Context: an optimization exercise on an open-source flow, tuned for small area and a short achievable clock period. The choices shown serve that exercise and are no tape-out recipe.
At most, simulation tests tie the RTL to the original design; equivalence was not proved.
Power figures rest on the tool's default switching activity, not on a simulated workload.

## the previous run
## video_gen
module video_gen (
  input  wire        clk,
  input  wire        reset,
  input  wire        interlaced,
  input  wire [11:0] v_total_0,
  input  wire [11:0] v_fp_0,
  input  wire [11:0] v_bp_0,
  input  wire [11:0] v_sync_0,
  input  wire [11:0] v_total_1,
  input  wire [11:0] v_fp_1,
  input  wire [11:0] v_bp_1,
  input  wire [11:0] v_sync_1,
  input  wire [11:0] h_total,
  input  wire [11:0] h_fp,
  input  wire [11:0] h_bp,
  input  wire [11:0] h_sync,
  input  wire [11:0] hv_offset_0,
  input  wire [11:0] hv_offset_1,
  input  wire [11:0] total_active_pix,
  input  wire [11:0] total_active_lines,
  input  wire [7:0]  pattern,
  input  wire [19:0] ramp_step,
  input  wire [7:0]  r_in,
  input  wire [7:0]  g_in,
  input  wire [7:0]  b_in,
  output wire [12:0] v_count_out,
  output wire [11:0] h_count_out,
  output wire [11:0] x_out,
  output wire [12:0] y_out,
  output wire        field_out,
  output wire        vs_out,
  output wire        hs_out,
  output wire        de_out,
  output wire [7:0]  r_out,
  output wire [7:0]  g_out,
  output wire [7:0]  b_out
);
For scale: ~130 flip-flops, roughly 330 I/O pins, ~0.011 sq mm of cells after synthesis.
==> flow/config.mk <==
export PLATFORM = sky130hd
export DESIGN_NAME = video_gen
export DESIGN_NICKNAME = video_gen
export VERILOG_FILES = /design/flow/design.v
export SDC_FILE = /design/flow/constraint.sdc
export NUM_CORES = 4
export LEC_CHECK = 0
export CAP_MARGIN = 20
export CORE_AREA = 2.3 2.72 207.7 207.12
export DIE_AREA = 0 0 210 210
export SLEW_MARGIN = 20
==> flow/constraint.sdc <==
create_clock -name core_clock -period 5.0 [get_ports {clk}]
set_input_delay 1.0000 -clock core_clock [delete_from_list [all_inputs] [get_ports {clk}]]
set_output_delay 1.0000 -clock core_clock [all_outputs]
set_load 0.01 [all_outputs]
standard.sh (not shown) runs the stock make flow with config.mk's settings and CLKGATE_MAP_FILE= SYNTH_SCRIPT=/design/flow/synth_recipe.tcl, a recipe that flattens the netlist after the stock synthesis.
==> flow/flow/run.sh <==
#!/bin/bash
set -euo pipefail
export BUFFER_PORTS_ARGS="-buffer_cell sky130_fd_sc_hd__buf_1"
bash standard.sh > standard_flow.log 2>&1
Changes in the current run relative to the previous run:
- putting SETUP_SLACK_MARGIN at 2.6 where nothing was set
Findings:
- The current run reports its end point of the critical path as i_pattern_vg.ramp[19] while the previous run reports i_pattern_vg.ramp[18].
- In the tables for the current run and the previous run, total stage count of the critical path reads lower with the previous run.
- Final routed wirelength across all metal layers for the current run is higher than for the previous run.
- Clock power (lower): the current run
- Delta (the current run minus the previous run): slew at the pin with the worst max-slew slack moved down, power consumed by combinational cells moved up, detailed route wirelength on metal2 moved up, number of diodes added for antenna fixing moved down, number of standard cells in the layout, taps in and fillers out moved up.
- The current run does worse than the previous run on cell area.
No run of this note included a check of the RTL's function; only the layout flow was run.

---

Another version of the RTL of video_gen (not shown whole).
For scale: ~170 flip-flops, roughly 330 I/O pins, roughly 0.012 mm^2 of cells after synthesis.
==> flow/design.v (excerpt) <==
module video_gen (
  input  wire        clk,
  input  wire        reset,
  input  wire        interlaced,
  input  wire [11:0] v_total_0,
  input  wire [11:0] v_fp_0,
  input  wire [11:0] v_bp_0,
  input  wire [11:0] v_sync_0,
  input  wire [11:0] v_total_1,
  input  wire [11:0] v_fp_1,
  input  wire [11:0] v_bp_1,
  input  wire [11:0] v_sync_1,
  input  wire [11:0] h_total,
  input  wire [11:0] h_fp,
  input  wire [11:0] h_bp,
  input  wire [11:0] h_sync,
  input  wire [11:0] hv_offset_0,
  input  wire [11:0] hv_offset_1,
  input  wire [11:0] total_active_pix,
  input  wire [11:0] total_active_lines,
  input  wire [7:0]  pattern,
  input  wire [19:0] ramp_step,
  input  wire [7:0]  r_in,
  input  wire [7:0]  g_in,
  input  wire [7:0]  b_in,
  output wire [12:0] v_count_out,
  output wire [11:0] h_count_out,
  output wire [11:0] x_out,
  output wire [12:0] y_out,
  output wire        field_out,
  output wire        vs_out,
  output wire        hs_out,
  output wire        de_out,
  output wire [7:0]  r_out,
  output wire [7:0]  g_out,
  output wire [7:0]  b_out
);
wire vs_t, hs_t, de_t;
sync_vg i_sync_vg (
  .clk(clk),
  .reset(reset),
  .interlaced(interlaced),
  .v_total_0(v_total_0),
  .v_fp_0(v_fp_0),
  .v_bp_0(v_bp_0),
  .v_sync_0(v_sync_0),
  .v_total_1(v_total_1),
  .v_fp_1(v_fp_1),
  .v_bp_1(v_bp_1),
  .v_sync_1(v_sync_1),
  .h_total(h_total),
  .h_fp(h_fp),
  .h_bp(h_bp),
  .h_sync(h_sync),
  .hv_offset_0(hv_offset_0),
  .hv_offset_1(hv_offset_1),
  .vs_out(vs_t),
  .hs_out(hs_t),
  .de_out(de_t),
  .v_count_out(v_count_out),
  .h_count_out(h_count_out),
  .x_out(x_out),
  .y_out(y_out),
  .field_out(field_out)
);
pattern_vg i_pattern_vg (
  .reset(reset),
  .clk_in(clk),
  .x(x_out),
  .y(y_out[11:0]),
  .vn_in(vs_t),
  .hn_in(hs_t),
  .dn_in(de_t),
  .r_in(r_in),
  .g_in(g_in),
  .b_in(b_in),
  .vn_out(vs_out),
  .hn_out(hs_out),
  .den_out(de_out),
  .r_out(r_out),
  .g_out(g_out),
  .b_out(b_out),
  .total_active_pix(total_active_pix),
  .total_active_lines(total_active_lines),
  .pattern(pattern),
  .ramp_step(ramp_step)
);
endmodule
==> flow/config.mk <==
export PLATFORM = sky130hd
export DESIGN_NAME = video_gen
export DESIGN_NICKNAME = video_gen
export VERILOG_FILES = /design/flow/design.v
export SDC_FILE = /design/flow/constraint.sdc
export NUM_CORES = 4
export LEC_CHECK = 0
export CAP_MARGIN = 20
export CORE_AREA = 2.3 2.72 157.78 157.76
export CTS_BUF_LIST = sky130_fd_sc_hd__clkbuf_4 sky130_fd_sc_hd__clkbuf_8
export DIE_AREA = 0 0 160 160
export SETUP_SLACK_MARGIN = 2.5
export SLEW_MARGIN = 20
export TNS_END_PERCENT = 0
==> flow/constraint.sdc <==
create_clock -name core_clock -period 5.0 [get_ports {clk}]
set_input_delay 1.0000 -clock core_clock [delete_from_list [all_inputs] [get_ports {clk}]]
set_output_delay 1.0000 -clock core_clock [all_outputs]
set_load 0.01 [all_outputs]
Scripts as last shown in full above: flow/flow/run.sh
The starting point completed without violations.
==> next run, changes <==
Settings changed: CORE_AREA 2.3 2.72 157.78 157.76 to 2.3 2.72 207.7 207.12, CTS_BUF_LIST sky130_fd_sc_hd__clkbuf_4 sky130_fd_sc_hd__clkbuf_8 to not set, DIE_AREA 0 0 160 160 to 0 0 210 210, TNS_END_PERCENT 0 to not set.
Effect: Non-clock buffer count increases by 39. Final cell count goes up by roughly a tenth. Sequential power is about the same. Via count came out higher by a few percent. Die area came out higher by well over a third. Utilization decreases by 23 points.

-- static timing again, ports no longer ideal --
The results above use ideal ports. As a check the final layouts listed here were re-extracted and re-timed, cells and wires unchanged.
Step 1 sets driving cells, clkbuf_16 on the clock port and buf_2 on the other inputs (assumed; they add their load-dependent delay and slew).
Step 2 times the ports against the registers' clock, not the clock port: input delays grow and output delays shrink by t, the midpoint of the rising clock arrivals with the driver on.
Slacks: no drivers / after step 1 / after step 2; pairs: no drivers / after step 1.
| run | shift t [ns] | slack for setup (ns) | worst setup path at the end | pins driven straight from the clock port |
|---|---|---|---|---|
| the previous run | 0.482 | 0.862 / 0.862 / 0.862 | register to register | 1 |
| the current run | 0.500 | 1.673 / 1.673 / 1.304 | input to register | 1 |
| the first run of note 2 | 0.495 | 2.344 / 2.351 / 1.869 | input to register | 1 |
| the second run of note 2 | 0.500 | 2.329 / 2.329 / 1.935 | input to register | 1 |
After both steps every run listed still meets setup and hold. For the first run of note 2, which loses most, drivers alone change the setup slack by +0.007 ns; drivers and shift together by -0.475 ns.
